Context: an optimization exercise on an open-source flow, tuned for small area and a short achievable clock period. The choices shown serve that exercise and are no tape-out recipe. No functional check of the RTL was part of any run shown here. Power and IR drop assume default switching activity.

File: design.v
module fadd(a,b,c,s,co);
input a,b,c;
output s,co;
assign s=a^b^c;
assign co=(a&b)|(a&c)|(b&c);
endmodule
module xnor2m(a,b,y);
input a,b;
output y;
assign y=~(a^b);
endmodule
module or2m(a,b,y);
input a,b;
output y;
assign y=a|b;
endmodule
module hadd(a,b,s,co);
input a,b;
output s,co;
assign s=a^b;
assign co=a&b;
endmodule
module ygp(a,b,gn,pn);
input a,b;
output gn,pn;
assign gn=~(a&b);
assign pn=~(a|b);
endmodule
module yxor(a,b,t);
input a,b;
output t;
assign t=a^b;
endmodule
module yadd(gn,pn,t,h,h1,h2,h3,y);
input [13:0]gn,pn,t;
input [3:0]h;
input h1,h2,h3;    
output [17:0]y;
wire G0_1,G0_2,P0_2,G0_3,P0_3,G0_4,P0_4,G0_5,P0_5,G0_6,P0_6,G0_7,P0_7,G0_8,P0_8,G0_9,P0_9,G0_10,P0_10,G0_11,P0_11,G0_12,P0_12,G0_13,P0_13,G1_2,G1_3,G1_4,P1_4,G1_5,P1_5,G1_6,P1_6,G1_7,P1_7,G1_8,P1_8,G1_9,P1_9,G1_10,P1_10,G1_11,P1_11,G1_12,P1_12,G1_13,P1_13,G2_4,G2_5,G2_6,G2_7,G2_8,P2_8,G2_9,P2_9,G2_10,P2_10,G2_11,P2_11,G2_12,P2_12,G2_13,P2_13,G3_8,G3_9,G3_10,G3_11,G3_12,G3_13;
assign G0_1=~gn[1]|(~pn[1]&~gn[0]);
assign G0_2=~gn[2]|(~pn[2]&~gn[1]);
assign P0_2=~pn[2]&~pn[1];
assign G0_3=~gn[3]|(~pn[3]&~gn[2]);
assign P0_3=~pn[3]&~pn[2];
assign G0_4=~gn[4]|(~pn[4]&~gn[3]);
assign P0_4=~pn[4]&~pn[3];
assign G0_5=~gn[5]|(~pn[5]&~gn[4]);
assign P0_5=~pn[5]&~pn[4];
assign G0_6=~gn[6]|(~pn[6]&~gn[5]);
assign P0_6=~pn[6]&~pn[5];
assign G0_7=~gn[7]|(~pn[7]&~gn[6]);
assign P0_7=~pn[7]&~pn[6];
assign G0_8=~gn[8]|(~pn[8]&~gn[7]);
assign P0_8=~pn[8]&~pn[7];
assign G0_9=~gn[9]|(~pn[9]&~gn[8]);
assign P0_9=~pn[9]&~pn[8];
assign G0_10=~gn[10]|(~pn[10]&~gn[9]);
assign P0_10=~pn[10]&~pn[9];
assign G0_11=~gn[11]|(~pn[11]&~gn[10]);
assign P0_11=~pn[11]&~pn[10];
assign G0_12=~gn[12]|(~pn[12]&~gn[11]);
assign P0_12=~pn[12]&~pn[11];
assign G0_13=~gn[13]|(~pn[13]&~gn[12]);
assign P0_13=~pn[13]&~pn[12];
assign G1_2=G0_2|(P0_2&~gn[0]);
assign G1_3=G0_3|(P0_3&G0_1);
assign G1_4=G0_4|(P0_4&G0_2);
assign P1_4=P0_4&P0_2;
assign G1_5=G0_5|(P0_5&G0_3);
assign P1_5=P0_5&P0_3;
assign G1_6=G0_6|(P0_6&G0_4);
assign P1_6=P0_6&P0_4;
assign G1_7=G0_7|(P0_7&G0_5);
assign P1_7=P0_7&P0_5;
assign G1_8=G0_8|(P0_8&G0_6);
assign P1_8=P0_8&P0_6;
assign G1_9=G0_9|(P0_9&G0_7);
assign P1_9=P0_9&P0_7;
assign G1_10=G0_10|(P0_10&G0_8);
assign P1_10=P0_10&P0_8;
assign G1_11=G0_11|(P0_11&G0_9);
assign P1_11=P0_11&P0_9;
assign G1_12=G0_12|(P0_12&G0_10);
assign P1_12=P0_12&P0_10;
assign G1_13=G0_13|(P0_13&G0_11);
assign P1_13=P0_13&P0_11;
assign G2_4=G1_4|(P1_4&~gn[0]);
assign G2_5=G1_5|(P1_5&G0_1);
assign G2_6=G1_6|(P1_6&G1_2);
assign G2_7=G1_7|(P1_7&G1_3);
assign G2_8=G1_8|(P1_8&G1_4);
assign P2_8=P1_8&P1_4;
assign G2_9=G1_9|(P1_9&G1_5);
assign P2_9=P1_9&P1_5;
assign G2_10=G1_10|(P1_10&G1_6);
assign P2_10=P1_10&P1_6;
assign G2_11=G1_11|(P1_11&G1_7);
assign P2_11=P1_11&P1_7;
assign G2_12=G1_12|(P1_12&G1_8);
assign P2_12=P1_12&P1_8;
assign G2_13=G1_13|(P1_13&G1_9);
assign P2_13=P1_13&P1_9;
assign G3_8=G2_8|(P2_8&~gn[0]);
assign G3_9=G2_9|(P2_9&G0_1);
assign G3_10=G2_10|(P2_10&G1_2);
assign G3_11=G2_11|(P2_11&G1_3);
assign G3_12=G2_12|(P2_12&G2_4);
assign G3_13=G2_13|(P2_13&G2_5);
assign y[0]=t[0];
assign y[1]=t[1]^~gn[0];
assign y[2]=t[2]^G0_1;
assign y[3]=t[3]^G1_2;
assign y[4]=t[4]^G1_3;
assign y[5]=t[5]^G2_4;
assign y[6]=t[6]^G2_5;
assign y[7]=t[7]^G2_6;
assign y[8]=t[8]^G2_7;
assign y[9]=t[9]^G3_8;
assign y[10]=t[10]^G3_9;
assign y[11]=t[11]^G3_10;
assign y[12]=t[12]^G3_11;
assign y[13]=t[13]^G3_12;
assign y[14]=h[0]^G3_13;
assign y[15]=h[1]^(G3_13&h1);
assign y[16]=h[2]^(G3_13&h2);
assign y[17]=h[3]^(G3_13&h3);
endmodule
module Fir(reset_n,clk,x_in,y_out);
input reset_n,clk;
input [15:0]x_in;
output [23:0]y_out;
reg [13:0]r4;
reg [17:0]r3;
reg [17:0]r2;
reg [17:0]r1;
reg c3_9;
reg c2_9;
reg c1_9;
wire zx;
wire [17:0]a3_s;
wire [18:0]a3_c;
wire [17:0]a3_r;
wire [18:0]a3_k;
wire [17:0]a2_s;
wire [18:0]a2_c;
wire [17:0]a2_r;
wire [18:0]a2_k;
wire [17:0]a1_s;
wire [18:0]a1_c;
wire [17:0]a1_r;
wire [18:0]a1_k;
wire [17:0]r1i9;
wire [13:0]yg;
wire [13:0]yp;
wire [13:0]yt;
wire [17:0]y;
wire yh1;
wire yh2;
assign zx=~(x_in[2]|x_in[1]|x_in[0]);    
fadd u1(.a(x_in[0]),.b(~x_in[3]),.c(r4[0]),.s(a3_s[0]),.co(a3_c[1]));
fadd u2(.a(x_in[1]),.b(~x_in[4]),.c(r4[1]),.s(a3_s[1]),.co(a3_c[2]));
fadd u3(.a(x_in[2]),.b(~x_in[5]),.c(r4[2]),.s(a3_s[2]),.co(a3_c[3]));
fadd u4(.a(x_in[3]),.b(~x_in[6]),.c(r4[3]),.s(a3_s[3]),.co(a3_c[4]));
fadd u5(.a(x_in[4]),.b(~x_in[7]),.c(r4[4]),.s(a3_s[4]),.co(a3_c[5]));
fadd u6(.a(x_in[5]),.b(~x_in[8]),.c(r4[5]),.s(a3_s[5]),.co(a3_c[6]));
fadd u7(.a(x_in[6]),.b(~x_in[9]),.c(r4[6]),.s(a3_s[6]),.co(a3_c[7]));
fadd u8(.a(x_in[7]),.b(~x_in[10]),.c(r4[7]),.s(a3_s[7]),.co(a3_c[8]));
fadd u9(.a(x_in[8]),.b(~x_in[11]),.c(r4[8]),.s(a3_s[8]),.co(a3_c[9]));
fadd u10(.a(x_in[9]),.b(~x_in[12]),.c(r4[9]),.s(a3_s[9]),.co(a3_c[10]));
fadd u11(.a(x_in[10]),.b(~x_in[13]),.c(r4[10]),.s(a3_s[10]),.co(a3_c[11]));
fadd u12(.a(x_in[11]),.b(~x_in[14]),.c(r4[11]),.s(a3_s[11]),.co(a3_c[12]));
fadd u13(.a(x_in[12]),.b(~x_in[15]),.c(r4[12]),.s(a3_s[12]),.co(a3_c[13]));
xnor2m u14(.a(x_in[13]),.b(r4[13]),.y(a3_s[13]));
or2m u15(.a(x_in[13]),.b(r4[13]),.y(a3_c[14]));
xnor2m u16(.a(x_in[14]),.b(a3_c[14]),.y(a3_s[14]));
or2m u17(.a(x_in[14]),.b(a3_c[14]),.y(a3_c[15]));
xnor2m u18(.a(x_in[15]),.b(a3_c[15]),.y(a3_s[15]));
or2m u19(.a(x_in[15]),.b(a3_c[15]),.y(a3_c[16]));
hadd u20(.a(a3_s[0]),.b(zx),.s(a3_r[0]),.co(a3_k[1]));
fadd u21(.a(a3_s[1]),.b(a3_c[1]),.c(a3_k[1]),.s(a3_r[1]),.co(a3_k[2]));
fadd u22(.a(a3_s[2]),.b(a3_c[2]),.c(a3_k[2]),.s(a3_r[2]),.co(a3_k[3]));
fadd u23(.a(a3_s[3]),.b(a3_c[3]),.c(a3_k[3]),.s(a3_r[3]),.co(a3_k[4]));
fadd u24(.a(a3_s[4]),.b(a3_c[4]),.c(a3_k[4]),.s(a3_r[4]),.co(a3_k[5]));
fadd u25(.a(a3_s[5]),.b(a3_c[5]),.c(a3_k[5]),.s(a3_r[5]),.co(a3_k[6]));
fadd u26(.a(a3_s[6]),.b(a3_c[6]),.c(a3_k[6]),.s(a3_r[6]),.co(a3_k[7]));
fadd u27(.a(a3_s[7]),.b(a3_c[7]),.c(a3_k[7]),.s(a3_r[7]),.co(a3_k[8]));
fadd u28(.a(a3_s[8]),.b(a3_c[8]),.c(a3_k[8]),.s(a3_r[8]),.co(a3_k[9]));
hadd u29(.a(a3_s[9]),.b(a3_c[9]),.s(a3_r[9]),.co(a3_k[10]));
fadd u30(.a(a3_s[10]),.b(a3_c[10]),.c(a3_k[10]),.s(a3_r[10]),.co(a3_k[11]));
fadd u31(.a(a3_s[11]),.b(a3_c[11]),.c(a3_k[11]),.s(a3_r[11]),.co(a3_k[12]));
fadd u32(.a(a3_s[12]),.b(a3_c[12]),.c(a3_k[12]),.s(a3_r[12]),.co(a3_k[13]));
fadd u33(.a(a3_s[13]),.b(a3_c[13]),.c(a3_k[13]),.s(a3_r[13]),.co(a3_k[14]));
hadd u34(.a(a3_s[14]),.b(a3_k[14]),.s(a3_r[14]),.co(a3_k[15]));
hadd u35(.a(a3_s[15]),.b(a3_k[15]),.s(a3_r[15]),.co(a3_k[16]));
xnor2m u36(.a(a3_c[16]),.b(a3_k[16]),.y(a3_r[16]));
or2m u37(.a(a3_c[16]),.b(a3_k[16]),.y(a3_k[17]));
assign a3_r[17]=~a3_k[17];
assign a3_k[18]=a3_k[17];
hadd u38(.a(x_in[0]),.b(r3[0]),.s(a2_r[0]),.co(a2_k[1]));
fadd u39(.a(x_in[1]),.b(r3[1]),.c(a2_k[1]),.s(a2_r[1]),.co(a2_k[2]));
fadd u40(.a(x_in[2]),.b(r3[2]),.c(a2_k[2]),.s(a2_r[2]),.co(a2_k[3]));
fadd u41(.a(x_in[3]),.b(r3[3]),.c(a2_k[3]),.s(a2_r[3]),.co(a2_k[4]));
fadd u42(.a(x_in[4]),.b(r3[4]),.c(a2_k[4]),.s(a2_r[4]),.co(a2_k[5]));
fadd u43(.a(x_in[5]),.b(r3[5]),.c(a2_k[5]),.s(a2_r[5]),.co(a2_k[6]));
fadd u44(.a(x_in[6]),.b(r3[6]),.c(a2_k[6]),.s(a2_r[6]),.co(a2_k[7]));
fadd u45(.a(x_in[7]),.b(r3[7]),.c(a2_k[7]),.s(a2_r[7]),.co(a2_k[8]));
fadd u46(.a(x_in[8]),.b(r3[8]),.c(a2_k[8]),.s(a2_r[8]),.co(a2_k[9]));
fadd u47(.a(x_in[9]),.b(r3[9]),.c(c3_9),.s(a2_r[9]),.co(a2_k[10]));
fadd u48(.a(x_in[10]),.b(r3[10]),.c(a2_k[10]),.s(a2_r[10]),.co(a2_k[11]));
fadd u49(.a(x_in[11]),.b(r3[11]),.c(a2_k[11]),.s(a2_r[11]),.co(a2_k[12]));
fadd u50(.a(x_in[12]),.b(r3[12]),.c(a2_k[12]),.s(a2_r[12]),.co(a2_k[13]));
fadd u51(.a(x_in[13]),.b(r3[13]),.c(a2_k[13]),.s(a2_r[13]),.co(a2_k[14]));
fadd u52(.a(x_in[14]),.b(r3[14]),.c(a2_k[14]),.s(a2_r[14]),.co(a2_k[15]));
fadd u53(.a(x_in[15]),.b(r3[15]),.c(a2_k[15]),.s(a2_r[15]),.co(a2_k[16]));
hadd u54(.a(r3[16]),.b(a2_k[16]),.s(a2_r[16]),.co(a2_k[17]));
hadd u55(.a(r3[17]),.b(a2_k[17]),.s(a2_r[17]),.co(a2_k[18]));
fadd u56(.a(x_in[0]),.b(~x_in[3]),.c(r2[0]),.s(a1_s[0]),.co(a1_c[1]));
fadd u57(.a(x_in[1]),.b(~x_in[4]),.c(r2[1]),.s(a1_s[1]),.co(a1_c[2]));
fadd u58(.a(x_in[2]),.b(~x_in[5]),.c(r2[2]),.s(a1_s[2]),.co(a1_c[3]));
fadd u59(.a(x_in[3]),.b(~x_in[6]),.c(r2[3]),.s(a1_s[3]),.co(a1_c[4]));
fadd u60(.a(x_in[4]),.b(~x_in[7]),.c(r2[4]),.s(a1_s[4]),.co(a1_c[5]));
fadd u61(.a(x_in[5]),.b(~x_in[8]),.c(r2[5]),.s(a1_s[5]),.co(a1_c[6]));
fadd u62(.a(x_in[6]),.b(~x_in[9]),.c(r2[6]),.s(a1_s[6]),.co(a1_c[7]));
fadd u63(.a(x_in[7]),.b(~x_in[10]),.c(r2[7]),.s(a1_s[7]),.co(a1_c[8]));
fadd u64(.a(x_in[8]),.b(~x_in[11]),.c(r2[8]),.s(a1_s[8]),.co(a1_c[9]));
fadd u65(.a(x_in[9]),.b(~x_in[12]),.c(r2[9]),.s(a1_s[9]),.co(a1_c[10]));
fadd u66(.a(x_in[10]),.b(~x_in[13]),.c(r2[10]),.s(a1_s[10]),.co(a1_c[11]));
fadd u67(.a(x_in[11]),.b(~x_in[14]),.c(r2[11]),.s(a1_s[11]),.co(a1_c[12]));
fadd u68(.a(x_in[12]),.b(~x_in[15]),.c(r2[12]),.s(a1_s[12]),.co(a1_c[13]));
xnor2m u69(.a(x_in[13]),.b(r2[13]),.y(a1_s[13]));
or2m u70(.a(x_in[13]),.b(r2[13]),.y(a1_c[14]));
xnor2m u71(.a(x_in[14]),.b(r2[14]),.y(a1_s[14]));
or2m u72(.a(x_in[14]),.b(r2[14]),.y(a1_c[15]));
xnor2m u73(.a(x_in[15]),.b(r2[15]),.y(a1_s[15]));
or2m u74(.a(x_in[15]),.b(r2[15]),.y(a1_c[16]));
xnor2m u75(.a(r2[16]),.b(a1_c[16]),.y(a1_s[16]));
or2m u76(.a(r2[16]),.b(a1_c[16]),.y(a1_c[17]));
xnor2m u77(.a(r2[17]),.b(a1_c[17]),.y(a1_s[17]));
or2m u78(.a(r2[17]),.b(a1_c[17]),.y(a1_c[18]));
hadd u79(.a(a1_s[0]),.b(zx),.s(a1_r[0]),.co(a1_k[1]));
fadd u80(.a(a1_s[1]),.b(a1_c[1]),.c(a1_k[1]),.s(a1_r[1]),.co(a1_k[2]));
fadd u81(.a(a1_s[2]),.b(a1_c[2]),.c(a1_k[2]),.s(a1_r[2]),.co(a1_k[3]));
fadd u82(.a(a1_s[3]),.b(a1_c[3]),.c(a1_k[3]),.s(a1_r[3]),.co(a1_k[4]));
fadd u83(.a(a1_s[4]),.b(a1_c[4]),.c(a1_k[4]),.s(a1_r[4]),.co(a1_k[5]));
fadd u84(.a(a1_s[5]),.b(a1_c[5]),.c(a1_k[5]),.s(a1_r[5]),.co(a1_k[6]));
fadd u85(.a(a1_s[6]),.b(a1_c[6]),.c(a1_k[6]),.s(a1_r[6]),.co(a1_k[7]));
fadd u86(.a(a1_s[7]),.b(a1_c[7]),.c(a1_k[7]),.s(a1_r[7]),.co(a1_k[8]));
fadd u87(.a(a1_s[8]),.b(a1_c[8]),.c(a1_k[8]),.s(a1_r[8]),.co(a1_k[9]));
fadd u88(.a(a1_s[9]),.b(a1_c[9]),.c(c2_9),.s(a1_r[9]),.co(a1_k[10]));
fadd u89(.a(a1_s[10]),.b(a1_c[10]),.c(a1_k[10]),.s(a1_r[10]),.co(a1_k[11]));
fadd u90(.a(a1_s[11]),.b(a1_c[11]),.c(a1_k[11]),.s(a1_r[11]),.co(a1_k[12]));
fadd u91(.a(a1_s[12]),.b(a1_c[12]),.c(a1_k[12]),.s(a1_r[12]),.co(a1_k[13]));
fadd u92(.a(a1_s[13]),.b(a1_c[13]),.c(a1_k[13]),.s(a1_r[13]),.co(a1_k[14]));
fadd u93(.a(a1_s[14]),.b(a1_c[14]),.c(a1_k[14]),.s(a1_r[14]),.co(a1_k[15]));
fadd u94(.a(a1_s[15]),.b(a1_c[15]),.c(a1_k[15]),.s(a1_r[15]),.co(a1_k[16]));
hadd u95(.a(a1_s[16]),.b(a1_k[16]),.s(a1_r[16]),.co(a1_k[17]));
hadd u96(.a(a1_s[17]),.b(a1_k[17]),.s(a1_r[17]),.co(a1_k[18]));
assign r1i9[8:0]=r1[8:0];
assign r1i9[9]=r1[9]^c1_9;
assign r1i9[10]=r1[10]^(c1_9&(&r1[9:9]));
assign r1i9[11]=r1[11]^(c1_9&(&r1[10:9]));
assign r1i9[12]=r1[12]^(c1_9&(&r1[11:9]));
assign r1i9[13]=r1[13]^(c1_9&(&r1[12:9]));
assign r1i9[14]=r1[14]^(c1_9&(&r1[13:9]));
assign r1i9[15]=r1[15]^(c1_9&(&r1[14:9]));
assign r1i9[16]=r1[16]^(c1_9&(&r1[15:9]));
assign r1i9[17]=r1[17]^(c1_9&(&r1[16:9]));
ygp u97(.a(x_in[2]),.b(r1i9[0]),.gn(yg[0]),.pn(yp[0]));
yxor u98(.a(x_in[2]),.b(r1i9[0]),.t(yt[0]));
ygp u99(.a(x_in[3]),.b(r1i9[1]),.gn(yg[1]),.pn(yp[1]));
yxor u100(.a(x_in[3]),.b(r1i9[1]),.t(yt[1]));
ygp u101(.a(x_in[4]),.b(r1i9[2]),.gn(yg[2]),.pn(yp[2]));
yxor u102(.a(x_in[4]),.b(r1i9[2]),.t(yt[2]));
ygp u103(.a(x_in[5]),.b(r1i9[3]),.gn(yg[3]),.pn(yp[3]));
yxor u104(.a(x_in[5]),.b(r1i9[3]),.t(yt[3]));
ygp u105(.a(x_in[6]),.b(r1i9[4]),.gn(yg[4]),.pn(yp[4]));
yxor u106(.a(x_in[6]),.b(r1i9[4]),.t(yt[4]));
ygp u107(.a(x_in[7]),.b(r1i9[5]),.gn(yg[5]),.pn(yp[5]));
yxor u108(.a(x_in[7]),.b(r1i9[5]),.t(yt[5]));
ygp u109(.a(x_in[8]),.b(r1i9[6]),.gn(yg[6]),.pn(yp[6]));
yxor u110(.a(x_in[8]),.b(r1i9[6]),.t(yt[6]));
ygp u111(.a(x_in[9]),.b(r1i9[7]),.gn(yg[7]),.pn(yp[7]));
yxor u112(.a(x_in[9]),.b(r1i9[7]),.t(yt[7]));
ygp u113(.a(x_in[10]),.b(r1i9[8]),.gn(yg[8]),.pn(yp[8]));
yxor u114(.a(x_in[10]),.b(r1i9[8]),.t(yt[8]));
ygp u115(.a(x_in[11]),.b(r1i9[9]),.gn(yg[9]),.pn(yp[9]));
yxor u116(.a(x_in[11]),.b(r1i9[9]),.t(yt[9]));
ygp u117(.a(x_in[12]),.b(r1i9[10]),.gn(yg[10]),.pn(yp[10]));
yxor u118(.a(x_in[12]),.b(r1i9[10]),.t(yt[10]));
ygp u119(.a(x_in[13]),.b(r1i9[11]),.gn(yg[11]),.pn(yp[11]));
yxor u120(.a(x_in[13]),.b(r1i9[11]),.t(yt[11]));
ygp u121(.a(x_in[14]),.b(r1i9[12]),.gn(yg[12]),.pn(yp[12]));
yxor u122(.a(x_in[14]),.b(r1i9[12]),.t(yt[12]));
ygp u123(.a(x_in[15]),.b(r1i9[13]),.gn(yg[13]),.pn(yp[13]));
yxor u124(.a(x_in[15]),.b(r1i9[13]),.t(yt[13]));
assign yh2=r1i9[14]&r1i9[15]&r1i9[16];
assign yh1=r1i9[14]&r1i9[15];
yadd ya(.gn(yg),.pn(yp),.t(yt),.h(r1i9[17:14]),.h1(r1i9[14]),.h2(yh1),.h3(yh2),.y(y));
always @(posedge clk or negedge reset_n)
begin
if(!reset_n)
	begin
	r4<=14'h0;
	r3<=18'h0;
	r2<=18'h0;
	r1<=18'h0;
	c3_9<=1'h0;
	c2_9<=1'h0;
	c1_9<=1'h0;
	end
else
	begin
	r4<=x_in[15:2];
	r3<={a3_r[17],a3_r[16],a3_r[15],a3_r[14],a3_r[13],a3_r[12],a3_r[11],a3_r[10],a3_r[9],a3_r[8],a3_r[7],a3_r[6],a3_r[5],a3_r[4],a3_r[3],a3_r[2],a3_r[1],a3_r[0]};
	r2<={a2_r[17],a2_r[16],a2_r[15],a2_r[14],a2_r[13],a2_r[12],a2_r[11],a2_r[10],a2_r[9],a2_r[8],a2_r[7],a2_r[6],a2_r[5],a2_r[4],a2_r[3],a2_r[2],a2_r[1],a2_r[0]};
	r1<={a1_r[17],a1_r[16],a1_r[15],a1_r[14],a1_r[13],a1_r[12],a1_r[11],a1_r[10],a1_r[9],a1_r[8],a1_r[7],a1_r[6],a1_r[5],a1_r[4],a1_r[3],a1_r[2],a1_r[1],a1_r[0]};
	c3_9<=a3_k[9];
	c2_9<=a2_k[9];
	c1_9<=a1_k[9];
	end
end
assign y_out={6'b0,y};
endmodule
File: constraint.sdc
create_clock -name core_clock -period 10.0 [get_ports {clk}]
set_input_delay 2.0000 -clock core_clock [delete_from_list [all_inputs] [get_ports {clk}]]
set_output_delay 2.0000 -clock core_clock [all_outputs]
set_load 0.01 [all_outputs]
File: config.mk
export PLATFORM = sky130hd
export DESIGN_NAME = Fir
export DESIGN_NICKNAME = Fir
export VERILOG_FILES = /design/flow/design.v
export SDC_FILE = /design/flow/constraint.sdc
export NUM_CORES = 4
export LEC_CHECK = 0
export CAP_MARGIN = 20
export CORE_MARGIN = 2
export CORE_UTILIZATION = 40
export SETUP_SLACK_MARGIN = 4.3
export SLEW_MARGIN = 20
export SYNTH_HIERARCHICAL = 1
export SYNTH_MINIMUM_KEEP_SIZE = 0
File: standard.sh
#!/bin/bash
# synth_recipe.tcl (not shown) runs the flow's synth.tcl, then flattens the netlist and writes it again
# the make line also repeats each setting of config.mk as NAME=value (left out here)
make -C /OpenROAD-flow-scripts/flow DESIGN_CONFIG=/design/flow/config.mk WORK_HOME=/design/flow/orfs CLKGATE_MAP_FILE= SYNTH_SCRIPT=/design/flow/synth_recipe.tcl "${@:-finish}"
File: flow/run.sh
#!/bin/bash
# Own layout flow: the standard flow (standard.sh), with two changes:
#  - clock tree synthesis without dummy load cells (-dont_use_dummy_load),
#  - port buffers start from buf_1 instead of the flow's default choice.
# Each tool's output goes to the ORFS logs under orfs/logs/; make's own output
# goes to flow_make.log here.
set -euo pipefail
bash standard.sh \
  "CTS_ARGS=-sink_clustering_enable -repair_clock_nets -dont_use_dummy_load -sink_clustering_size 30 -buf_list {sky130_fd_sc_hd__clkbuf_4 sky130_fd_sc_hd__clkbuf_8}" \
  "BUFFER_PORTS_ARGS=-buffer_cell sky130_fd_sc_hd__buf_1" \
  finish > flow_make.log 2>&1
==> load_flow_metrics.sql, run 1 <==
INSERT INTO impl_metrics (metric_group, metric, value, unit) VALUES
('routing', 'firstDrtPassIters', '4', ''),
('final_layout', 'num-nets-final', '469', ''),
('routing', 'via_per_inst', '4.739', ''),
('placement', 'detailed_place_hpwl', '5522', 'um'),
('timing', 'timing.final.max_slew_violations', '0', ''),
('grt', 'grt_first_pass_wirelength', '12620', 'um'),
('hold_path', 'hp-class', 'reg2reg', ''),
('timing', 'finalHoldViolCount', '0', ''),
('power', 'power.leakage', '2.100', 'nW'),
('clock_tree', 'tritoncts.num_buffers', '9', ''),
('floorplanning', 'floorplan.initialDensity', '40.80', '%'),
('critical_path', 'worst_r2r_startpoint', 'r2[0]', ''),
('timing', 'clock.fmax', '0.1777', 'GHz'),
('outcome', 'status', 'no timing/DRC/antenna violations', ''),
('power', 'vdd_drop_max', '110.3', 'uV'),
('clock_tree', 'tritoncts', 'built', ''),
('critical_path', 'crit_path_max_fanout', '8', ''),
('grt', 'globalRouteTotalUtil', '14.37', '%'),
('routing', 'drt.antenna.violating_nets', '0', ''),
('critical_path', 'critPathCaptureType', 'output port', ''),
('placement', 'gp_congestion', '0.7726', ''),
('routing', 'drt_iter0_drc', '85', ''),
('final_layout', 'post_layout_nonfiller_instances', '510', ''),
('timing', 'timing.final.crit_share', '56.27', '%'),
('timing', 'max_slew_margin', '40.47', '%'),
('grt', 'antenna_found_initial', '0', ''),
('power', 'power_density', '289.3', 'nW/um2'),
('routing', 'detail_route.drc_violations', '0', ''),
('critical_path', 'worst-endpoint-arrival', '3.63', 'ns'),
('final_layout', 'num-fill-cells', '961', ''),
('floorplanning', 'floorplan.rows', '38', ''),
('flow_run', 'drv.max_cap_violation_count', '0', ''),
('grt', 'pin_count_of_the_biggest_net_entering_global_routing', '72', ''),
('placement', 'port_buffers', '35', ''),
('grt', 'first_global_vias', '2669', ''),
('floorplanning', 'fp.coreArea', '10790', 'um2'),
('critical_path', 'worst_r2r_endpoint', 'r1[8]', ''),
('synth', 'yosys_warnings', '7', ''),
('clock_tree', 'clock_latency_at_the_later_pin_of_the_worst_skew_pair', '0.35', 'ns'),
('timing', 'tightest_slew', '0.8930', 'ns'),
('placement', 'post_dp_cell_area', '4725', 'um2'),
('final_layout', 'finalInstanceArea', '5006', 'um2'),
('floorplanning', 'floorplan.io_pins', '42', ''),
('placement', 'numPlacedInstances', '499', ''),
('timing', 'timing.clock.skew', '0.02247', 'ns'),
('critical_path', 'timing.setup.critical_path_class', 'in2out', ''),
('final_layout', 'antennaDiodeCount', '0', ''),
('timing', 'final.min_clock_period', '5.627', 'ns'),
('synth', 'synth_area', '4403', 'um2'),
('floorplanning', 'fp.dieArea', '11860', 'um2'),
('routing', 'route.vias.total', '2417', ''),
('timing', 'unrepaired_setup_endpoints_after_global_routing', 'true', ''),
('final_layout', 'area_used_by_multi_input_combinational_logic', '2664', 'um2'),
('final_layout', 'syn_to_final_growth', '13.70', '%'),
('timing', 'finalSetupViolations', '0', ''),
('final_layout', 'final-seq-area', '1777', 'um2'),
('final_layout', 'final_core_util', '46.38', '%'),
('routing', 'routed_wire_length_per_instance', '14.12', 'um'),
('timing', 'total_negative_slack_for_setup_checks', '0', 'ns'),
('critical_path', 'reg2reg_depth', '10', ''),
('synth', 'synthesis.instances', '325', ''),
('clock_tree', 'cts.path.max_buffers', '2', ''),
('critical_path', 'critPathRequiredTime', '8.00', 'ns'),
('critical_path', 'setup.worst_path.start', 'x_in[5]', ''),
('critical_path', 'register_to_register_path_setup_slack', '5.94', 'ns'),
('synth', 'synthesis.area_per_instance', '13.55', 'um2'),
('critical_path', 'setup.worst_path.start_class', 'input pin', ''),
('clock_tree', 'cts.reportedPaths.clkPinSlew', '0.08', 'ns'),
('grt', 'gr-total-overflow', '0', ''),
('floorplanning', 'floorplan.die.height', '108.9', 'um'),
('clock_tree', 'cts_root_buffer', 'sky130_fd_sc_hd__clkbuf_8', ''),
('clock_tree', 'cts_sinks', '71', ''),
('clock_tree', 'htree_num_levels', '3', ''),
('final_layout', 'drive_above_1_share', '18.92', '%'),
('routing', 'wirelength', '7200', 'um'),
('floorplanning', 'die_w', '108.9', 'um'),
('critical_path', 'endpoint', 'y_out[16]', '');
==> through the flow <==
stage | power, mW | worst slack [ns] | hold WS (ns)
floorplan | 1.041 | 4.311 | 0.4430
global placement | 1.219 | 3.613 | 0.4529
detailed placement | 1.243 | 3.549 | 0.4648
CTS | 1.431 | 4.281 | 0.4841
global route | 1.621 | 4.276 | 0.5129
finish | 1.448 | 4.373 | 0.4834
==> repair_timing <==
action                                  in CTS  in global routing
endpoints found under the setup margin      20                 12
resized for setup                           23                 26
pin swaps                                    0                  2
hold buffers                                 0                  0
buffers inserted                             0                  2
==> power by group <==
part / switching, mW / internal [mW] / total (mW)
sequential: 0.0684 / 0.401 / 0.470
combinational: 0.451 / 0.356 / 0.807
clock: 0.0917 / 0.0801 / 0.172
total: 0.611 / 0.837 / 1.45
==> state kept, by name, summed over array words and instances, names as in the netlist <==
name	count
r2	18
r4	14
c3_9	1
r1	18
c2_9	1
r3	18
c1_9	1
==> layout make-up <==
class | instances | area share, %
sequential | 71 | 35.49
tap | 140 | 3.499
inverter | 16 | 1.200
clock buffer | 9 | 2.474
timing repair buffer | 38 | 4.124
multi-input combinational | 236 | 53.21
==> how the worst min path moves through the flow <==
stage / from / end / slack, ns / depth (start not counted)
finish: r3[0] / r2[0] / 0.48 / 1
global placement: r3[0] / r2[0] / 0.45 / 1
detailed placement: r3[0] / r2[0] / 0.46 / 1
floorplan: r3[0] / r2[0] / 0.44 / 1
CTS: r3[0] / r2[0] / 0.48 / 1
global route: r3[0] / r2[0] / 0.51 / 1
==> worst max-delay path, cell delays in order <==
cell	delay, ns
sky130_fd_sc_hd__buf_4	0.17
sky130_fd_sc_hd__nor2_2	0.09
sky130_fd_sc_hd__or4_4	0.53
sky130_fd_sc_hd__o21ai_4	0.18
sky130_fd_sc_hd__o211ai_4	0.13
sky130_fd_sc_hd__a21boi_2	0.17
sky130_fd_sc_hd__xor2_1	0.18
sky130_fd_sc_hd__clkbuf_2	0.16
==> per-layer routing <==
layer	share of wire [%]	global-route usage [%]
met3	3.8	3.885
met1	47	19.49
met5	0	0
met4	1.7	5.861
met2	48	22.01
==> cells in the final DEF (no fill, tap or decap), types with 3 or more instances in the layout <==
cell                       instances
sky130_fd_sc_hd__conb_1            6
sky130_fd_sc_hd__xor2_1           28
sky130_fd_sc_hd__buf_4             6
sky130_fd_sc_hd__dfrtp_1          71
sky130_fd_sc_hd__inv_1            14
sky130_fd_sc_hd__o21ai_0           6
sky130_fd_sc_hd__xnor2_1          19
sky130_fd_sc_hd__nor2_1           16
sky130_fd_sc_hd__nand2_1          23
sky130_fd_sc_hd__o21a_1            4
sky130_fd_sc_hd__a21boi_2          4
sky130_fd_sc_hd__buf_6             3
sky130_fd_sc_hd__fa_2             16
sky130_fd_sc_hd__nor3_1            4
sky130_fd_sc_hd__ha_1             11
sky130_fd_sc_hd__clkbuf_8          9
sky130_fd_sc_hd__buf_1            18
sky130_fd_sc_hd__a31oi_1           3
sky130_fd_sc_hd__buf_2             6
sky130_fd_sc_hd__fa_1             52
sky130_fd_sc_hd__clkbuf_2          3
sky130_fd_sc_hd__or2_1             8
==> run 2, diff against run 1 <==
--- a/config.mk
+++ b/config.mk
@@ -8,7 +8,7 @@
 export CAP_MARGIN = 20
 export CORE_MARGIN = 2
 export CORE_UTILIZATION = 40
-export SETUP_SLACK_MARGIN = 4.3
+export SETUP_SLACK_MARGIN = 4.1
 export SLEW_MARGIN = 20
 export SYNTH_HIERARCHICAL = 1
 export SYNTH_MINIMUM_KEEP_SIZE = 0
==> load_flow_metrics.sql, run 2 <==
INSERT INTO impl_metrics (metric_group, metric, value, unit) VALUES
('critical_path', 'critPathRequiredTime', '8.00', 'ns'),
('timing', 'finalHoldViolCount', '0', ''),
('floorplanning', 'floorplan.die.height', '108.9', 'um'),
('synth', 'synth_area', '4403', 'um2'),
('floorplanning', 'die_w', '108.9', 'um'),
('floorplanning', 'floorplan.initialDensity', '40.80', '%'),
('power', 'power.leakage', '2.081', 'nW'),
('critical_path', 'crit_family', 'simple AND/OR/NAND/NOR gates', ''),
('final_layout', 'num-nets-final', '467', ''),
('routing', 'wirelength', '7134', 'um'),
('synth', 'synthesis.instances', '325', ''),
('timing', 'unrepaired_setup_endpoints_after_global_routing', 'true', ''),
('critical_path', 'critPathCaptureType', 'output port', ''),
('outcome', 'status', 'no timing/DRC/antenna violations', ''),
('placement', 'detailed_place_hpwl', '5637', 'um'),
('critical_path', 'crit_slowest_cell', 'sky130_fd_sc_hd__or4_4', ''),
('timing', 'final.min_clock_period', '5.776', 'ns'),
('grt', 'first_global_vias', '2591', ''),
('critical_path', 'setup.worst_path.start_class', 'input pin', ''),
('hold_path', 'hp-class', 'reg2reg', ''),
('routing', 'firstDrtPassIters', '4', ''),
('clock_tree', 'tritoncts', 'built', ''),
('clock_tree', 'post-cts-setup-buffer-count', '0', ''),
('power', 'vdd_drop_max', '157.5', 'uV'),
('synth', 'yosys_warnings', '7', ''),
('timing', 'timing.final.crit_share', '57.76', '%'),
('clock_tree', 'tritoncts.num_buffers', '9', ''),
('timing', 'finalSetupViolations', '0', ''),
('critical_path', 'critical_path.n_buffers_inverters', '2', ''),
('flow_run', 'drv.max_cap_violation_count', '0', ''),
('placement', 'gp_congestion', '0.8379', ''),
('final_layout', 'layout.cells.most_common', 'sky130_fd_sc_hd__dfrtp_1', ''),
('timing', 'clock.fmax', '0.1731', 'GHz'),
('clock_tree', 'cts.hold.buffers_added', '0', ''),
('clock_tree', 'htree_num_levels', '3', ''),
('routing', 'route.vias.total', '2423', ''),
('critical_path', 'worst_path_max_stage_delay', '0.53', 'ns'),
('floorplanning', 'fp.coreArea', '10790', 'um2'),
('timing', 'timing.final.max_slew_violations', '0', ''),
('routing', 'detail_route.drc_violations', '0', ''),
('grt', 'globalRouteTotalUtil', '14.22', '%'),
('placement', 'port_buffers', '35', ''),
('floorplanning', 'fp.dieArea', '11860', 'um2'),
('timing', 'timing.hold.ws', '0.4911', 'ns'),
('critical_path', 'critical_path.cell_chain', 'buf_2 > nor2_1 > or4_4 > o21ai_2 > o211ai_2 > a21boi_1 > xor2_1 > buf_1', ''),
('clock_tree', 'cts_sinks', '71', ''),
('final_layout', 'antennaDiodeCount', '0', ''),
('routing', 'routed_wire_length_per_instance', '14.04', 'um'),
('critical_path', 'timing.setup.critical_path_class', 'in2out', ''),
('floorplanning', 'floorplan.rows', '38', ''),
('synth', 'synthesis.area_per_instance', '13.55', 'um2'),
('floorplanning', 'floorplan.io_pins', '42', ''),
('grt', 'grt_first_pass_wirelength', '12480', 'um'),
('critical_path', 'worst-endpoint-arrival', '3.78', 'ns'),
('grt', 'gr-total-overflow', '0', ''),
('final_layout', 'registers_with_the_most_flip_flops', 'r1 x18, r2 x18, r3 x18', ''),
('timing', 'total_negative_slack_for_setup_checks', '0', 'ns'),
('clock_tree', 'cts.reportedPaths.clkPinSlew', '0.08', 'ns'),
('clock_tree', 'cts.path.max_buffers', '2', ''),
('grt', 'antenna_found_initial', '0', ''),
('routing', 'drt.antenna.violating_nets', '0', ''),
('timing', 'tightest_slew', '0.8908', 'ns'),
('grt', 'pin_count_of_the_biggest_net_entering_global_routing', '72', ''),
('final_layout', 'most-common-layout-cells', '71 x sky130_fd_sc_hd__dfrtp_1, 64 x sky130_fd_sc_hd__fa_1, 28 x sky130_fd_sc_hd__xor2_1', ''),
('timing', 'timing.clock.skew', '0.02287', 'ns'),
('power', 'power_density', '284.9', 'nW/um2'),
('routing', 'drt_iter0_drc', '91', ''),
('timing', 'max_slew_margin', '40.61', '%'),
('clock_tree', 'cts_root_buffer', 'sky130_fd_sc_hd__clkbuf_8', ''),
('final_layout', 'drive_above_1_share', '11.96', '%'),
('final_layout', 'syn_to_final_growth', '10.60', '%'),
('routing', 'via_per_inst', '4.770', ''),
('clock_tree', 'clock_latency_at_the_later_pin_of_the_worst_skew_pair', '0.35', 'ns'),
('critical_path', 'crit_path_max_fanout', '8', '');
[run 2: final cells by class]
class / count / area, um2
Fill cell: 974 / 5923
Sequential cell: 71 / 1777
Clock buffer: 9 / 123.9
Inverter: 16 / 60.06
Tap cell: 140 / 175.2
Multi-Input combinational cell: 236 / 2560
Timing Repair Buffer: 36 / 173.9
[run 2: timing repair]
item	in CTS	in global routing
resized for setup	13	16
endpoints found under the setup margin	18	14
cloned	0	0
[run 2: path summary, 6_finish.rpt]
kind / from / endpoint / slack, ns / cells after the start
setup / recovery: x_in[5] / y_out[17] / 4.22 / 8
hold / removal: r3[17] / r2[17] / 0.49 / 1
setup reg to reg: r2[0] / r1[8] / 5.75 / 10
hold reg to reg: r3[17] / r2[17] / 0.49 / 1
max in group asynchronous: reset_n / r4[0] / 7.55 / 2
min in group asynchronous: reset_n / r1[17] / 1.87 / 2
[run 2: routing by layer]
| metal | up-vias | wire length [um] | GRT usage (%) |
|---|---|---|---|
| met5 | - | 0 | 0 |
| met4 | 0 | 93 | 5.220 |
| met3 | 10 | 265 | 3.168 |
| met2 | 40 | 3518 | 22.14 |
| met1 | 1245 | 3256 | 19.70 |
| li1 | 1128 | - | - |
[run 2: worst reg2reg max path, cell delays in order (launching register included)]
cell and delay, ns:
sky130_fd_sc_hd__dfrtp_1 0.38, sky130_fd_sc_hd__fa_1 0.43, sky130_fd_sc_hd__ha_1 0.22, sky130_fd_sc_hd__fa_2 0.35, sky130_fd_sc_hd__fa_1 0.39, sky130_fd_sc_hd__fa_1 0.39, sky130_fd_sc_hd__fa_1 0.39, sky130_fd_sc_hd__fa_1 0.38
sky130_fd_sc_hd__fa_1 0.39, sky130_fd_sc_hd__fa_2 0.35, sky130_fd_sc_hd__fa_1 0.43
[run 2: power breakdown]
group	switching [mW]	internal (mW)
Sequential	0.0676	0.401
Clock	0.0902	0.0802
Combinational	0.420	0.329
[run 2: metrics by stage]
stage	util (%)	power [mW]	instance area, um2	setup WS, ns	instances
after global routing	45.12	1.548	4870	4.080	508
after detailed placement	43.45	1.231	4690	3.336	499
final	45.12	1.388	4870	4.224	508
after floorplan	-	1.029	4427	4.110	330
after CTS	44.77	1.406	4832	4.102	508
after global placement	43.45	1.202	4690	3.420	499
==> run 3, diff against run 2 <==
--- a/config.mk
+++ b/config.mk
@@ -8,7 +8,8 @@
 export CAP_MARGIN = 20
 export CORE_MARGIN = 2
 export CORE_UTILIZATION = 40
-export SETUP_SLACK_MARGIN = 4.1
+export GPL_TIMING_DRIVEN = 1
+export SETUP_SLACK_MARGIN = 4.2
 export SLEW_MARGIN = 20
 export SYNTH_HIERARCHICAL = 1
 export SYNTH_MINIMUM_KEEP_SIZE = 0
==> load_flow_metrics.sql, run 3 <==
INSERT INTO impl_metrics (metric_group, metric, value, unit) VALUES
('clock_tree', 'clock_latency_at_the_later_pin_of_the_worst_skew_pair', '0.34', 'ns'),
('synth', 'synthesis.instances', '325', ''),
('routing', 'detail_route.drc_violations', '0', ''),
('floorplanning', 'floorplan.rows', '38', ''),
('routing', 'drt.antenna.violating_nets', '0', ''),
('timing', 'finalSetupViolations', '0', ''),
('routing', 'drt_iter0_drc', '124', ''),
('timing', 'final.min_clock_period', '5.723', 'ns'),
('critical_path', 'crit_path_max_fanout', '8', ''),
('floorplanning', 'floorplan.io_pins', '42', ''),
('outcome', 'status', 'no timing/DRC/antenna violations', ''),
('clock_tree', 'cts.hold.buffers_added', '0', ''),
('critical_path', 'critPathCaptureType', 'output port', ''),
('power', 'power.leakage', '2.079', 'nW'),
('routing', 'wirelength', '7100', 'um'),
('final_layout', 'layout.cells.most_common', 'sky130_fd_sc_hd__dfrtp_1', ''),
('floorplanning', 'fp.coreArea', '10790', 'um2'),
('timing', 'tightest_slew', '0.8837', 'ns'),
('clock_tree', 'cts.path.max_buffers', '2', ''),
('timing', 'timing.final.max_slew_violations', '0', ''),
('timing', 'unrepaired_setup_endpoints_after_global_routing', 'true', ''),
('power', 'power_density', '285.1', 'nW/um2'),
('floorplanning', 'fp.dieArea', '11860', 'um2'),
('timing', 'clock.fmax', '0.1747', 'GHz'),
('clock_tree', 'cts_sinks', '71', ''),
('final_layout', 'drive_above_1_share', '14.67', '%'),
('floorplanning', 'die_w', '108.9', 'um'),
('grt', 'grt.met2_usage', '21.16', '%'),
('timing', 'max_slew_margin', '41.08', '%'),
('routing', 'via_per_inst', '4.746', ''),
('grt', 'grt_util_met3', '3.347', '%'),
('floorplanning', 'floorplan.die.height', '108.9', 'um'),
('synth', 'synthesis.area_per_instance', '13.55', 'um2'),
('critical_path', 'crit_family', 'simple AND/OR/NAND/NOR gates', ''),
('critical_path', 'critical_path.cell_chain', 'clkbuf_4 > nor2_1 > or4_4 > o21ai_2 > o211ai_2 > a21boi_1 > xor2_1 > buf_1', ''),
('placement', 'port_buffers', '35', ''),
('grt', 'antenna_found_initial', '0', ''),
('timing', 'timing.clock.skew', '0.02424', 'ns'),
('final_layout', 'antennaDiodeCount', '0', ''),
('critical_path', 'critPathRequiredTime', '8.00', 'ns'),
('grt', 'gr-max-usage-layer', 'met2', ''),
('power', 'vdd_drop_max', '148.6', 'uV'),
('final_layout', 'syn_to_final_growth', '11.20', '%'),
('critical_path', 'worst-endpoint-arrival', '3.72', 'ns'),
('timing', 'finalHoldViolCount', '0', ''),
('hold_path', 'hp-class', 'reg2reg', ''),
('grt', 'grt_first_pass_wirelength', '12420', 'um'),
('final_layout', 'most-common-layout-cells', '71 x sky130_fd_sc_hd__dfrtp_1, 57 x sky130_fd_sc_hd__fa_1, 28 x sky130_fd_sc_hd__xor2_1', ''),
('critical_path', 'timing.setup.critical_path_class', 'in2out', ''),
('final_layout', 'num-nets-final', '467', ''),
('placement', 'detailed_place_hpwl', '5540', 'um'),
('power', 'power.total', '1.396', 'mW'),
('grt', 'pin_count_of_the_biggest_net_entering_global_routing', '72', ''),
('critical_path', 'setup.worst_path.start_class', 'input pin', ''),
('critical_path', 'crit_slowest_cell', 'sky130_fd_sc_hd__or4_4', ''),
('routing', 'firstDrtPassIters', '5', ''),
('clock_tree', 'tritoncts.num_buffers', '9', ''),
('timing', 'total_negative_slack_for_setup_checks', '0', 'ns'),
('grt', 'globalRouteTotalUtil', '14.00', '%'),
('grt', 'first_global_vias', '2601', ''),
('final_layout', 'registers_with_the_most_flip_flops', 'r1 x18, r2 x18, r3 x18', ''),
('clock_tree', 'cts_root_buffer', 'sky130_fd_sc_hd__clkbuf_8', ''),
('clock_tree', 'htree_num_levels', '3', ''),
('routing', 'route.vias.total', '2411', ''),
('flow_run', 'drv.max_cap_violation_count', '0', ''),
('clock_tree', 'tritoncts', 'built', ''),
('routing', 'routed_wire_length_per_instance', '13.98', 'um'),
('synth', 'synth_area', '4403', 'um2'),
('placement', 'gp_congestion', '0.8037', ''),
('grt', 'gr-total-overflow', '0', ''),
('synth', 'yosys_warnings', '7', ''),
('critical_path', 'critical_path.n_buffers_inverters', '2', ''),
('critical_path', 'worst_path_max_stage_delay', '0.53', 'ns'),
('grt', 'met1_usage', '19.89', '%'),
('floorplanning', 'floorplan.initialDensity', '40.80', '%'),
('timing', 'timing.final.crit_share', '57.23', '%'),
('clock_tree', 'cts.reportedPaths.clkPinSlew', '0.08', 'ns');
run 3: cell types whose count changed in the layout (fill, tap and decap cells not counted), moves of 2 or more:
cell                       previous run  this run
sky130_fd_sc_hd__fa_1                64        57
sky130_fd_sc_hd__inv_1               14        12
sky130_fd_sc_hd__clkbuf_4             0         4
sky130_fd_sc_hd__fa_2                 4        11
sky130_fd_sc_hd__buf_2                8         6
sky130_fd_sc_hd__inv_2                2         4
run 3: final timing paths:
kind	to	slack, ns	cells after the start	startpoint
max	y_out[17]	4.28	8	x_in[5]
min	r2[0]	0.48	1	r3[0]
max reg2reg	r3[8]	5.83	10	r4[0]
min reg2reg	r2[0]	0.48	1	r3[0]
max in group asynchronous	r4[4]	7.54	2	reset_n
min in group asynchronous	r1[17]	1.88	2	reset_n
run 3: area by class of cell:
type	count	area, um2
repair buffers	36	182.7
well taps	140	175.2
inverters	16	60.06
multi-input cells	236	2577
flip-flops and latches	71	1777
fillers	1005	5897
clock buffers	9	123.9
run 3: metrics by stage:
step,std cells,util (%),instance area (um2),setup slack [ns],hold slack (ns)
detailed placement,499,43.61,4707,3.494,0.4591
floorplan,330,-,4444,4.221,0.4430
CTS,508,44.97,4853,4.206,0.4776
finish,508,45.36,4896,4.277,0.4786
global route,508,45.36,4896,4.127,0.4952
global placement,499,43.61,4707,3.555,0.4486
run 3: power breakdown:
group	internal (mW)	switching, mW	total (mW)
clock	0.0802	0.0895	0.170
combinational	0.332	0.426	0.758
sequential	0.401	0.0673	0.469
total	0.813	0.583	1.40
run 3: repair_timing:
action,4_1_cts,5_1_grt
buffers inserted,0,0
endpoints found under the setup margin,19,13
gates resized for setup,15,19
hold endpoints to repair,0,0
pin swaps,0,1
run 3: worst register-to-register path, cell delays in order, from the launching register on:
cell and delay [ns]:
sky130_fd_sc_hd__dfrtp_1 0.38, sky130_fd_sc_hd__fa_1 0.44, sky130_fd_sc_hd__ha_1 0.22, sky130_fd_sc_hd__fa_1 0.39, sky130_fd_sc_hd__fa_1 0.39, sky130_fd_sc_hd__fa_1 0.40, sky130_fd_sc_hd__fa_2 0.35, sky130_fd_sc_hd__fa_2 0.34
sky130_fd_sc_hd__fa_2 0.35, sky130_fd_sc_hd__fa_2 0.34, sky130_fd_sc_hd__fa_1 0.44
run 3: metal layers:
layer	vias to the layer above	routed length, um
li1	1118	-
met1	1244	3415
met2	41	3376
met3	8	228
met4	0	79
met5	-	0

## separate check: timing with driven ports
The flow's constraints put no driver on any port. The routed layouts listed below were extracted and timed again, unchanged, in two steps. Step 1, drivers: a clkbuf_16 drives clk and a buf_2 each remaining input, both assumed. Step 2, shift: input delay + t, output delay - t, t = (earliest + latest rising clock arrival at the registers) / 2. This alone moves slack from input paths to output paths. Slacks: ideal ports / drivers / drivers and shift; pairs: ideal ports / drivers.
run | shift t [ns] | slack for setup (ns) | worst hold slack (ns) | pins driven straight from the clock port
run 1 | 0.378 | 4.373 / 4.343 / 4.061 | 0.483 / 0.483 / 0.483 | 1
run 2 | 0.367 | 4.224 / 4.200 / 3.875 | 0.491 / 0.491 / 0.491 | 1
run 3 | 0.356 | 4.277 / 4.245 / 3.958 | 0.479 / 0.479 / 0.479 | 1
After both steps every run listed still meets setup and hold. For run 2, which loses most, drivers alone change the setup slack by -0.024 ns; drivers and shift together by -0.349 ns.
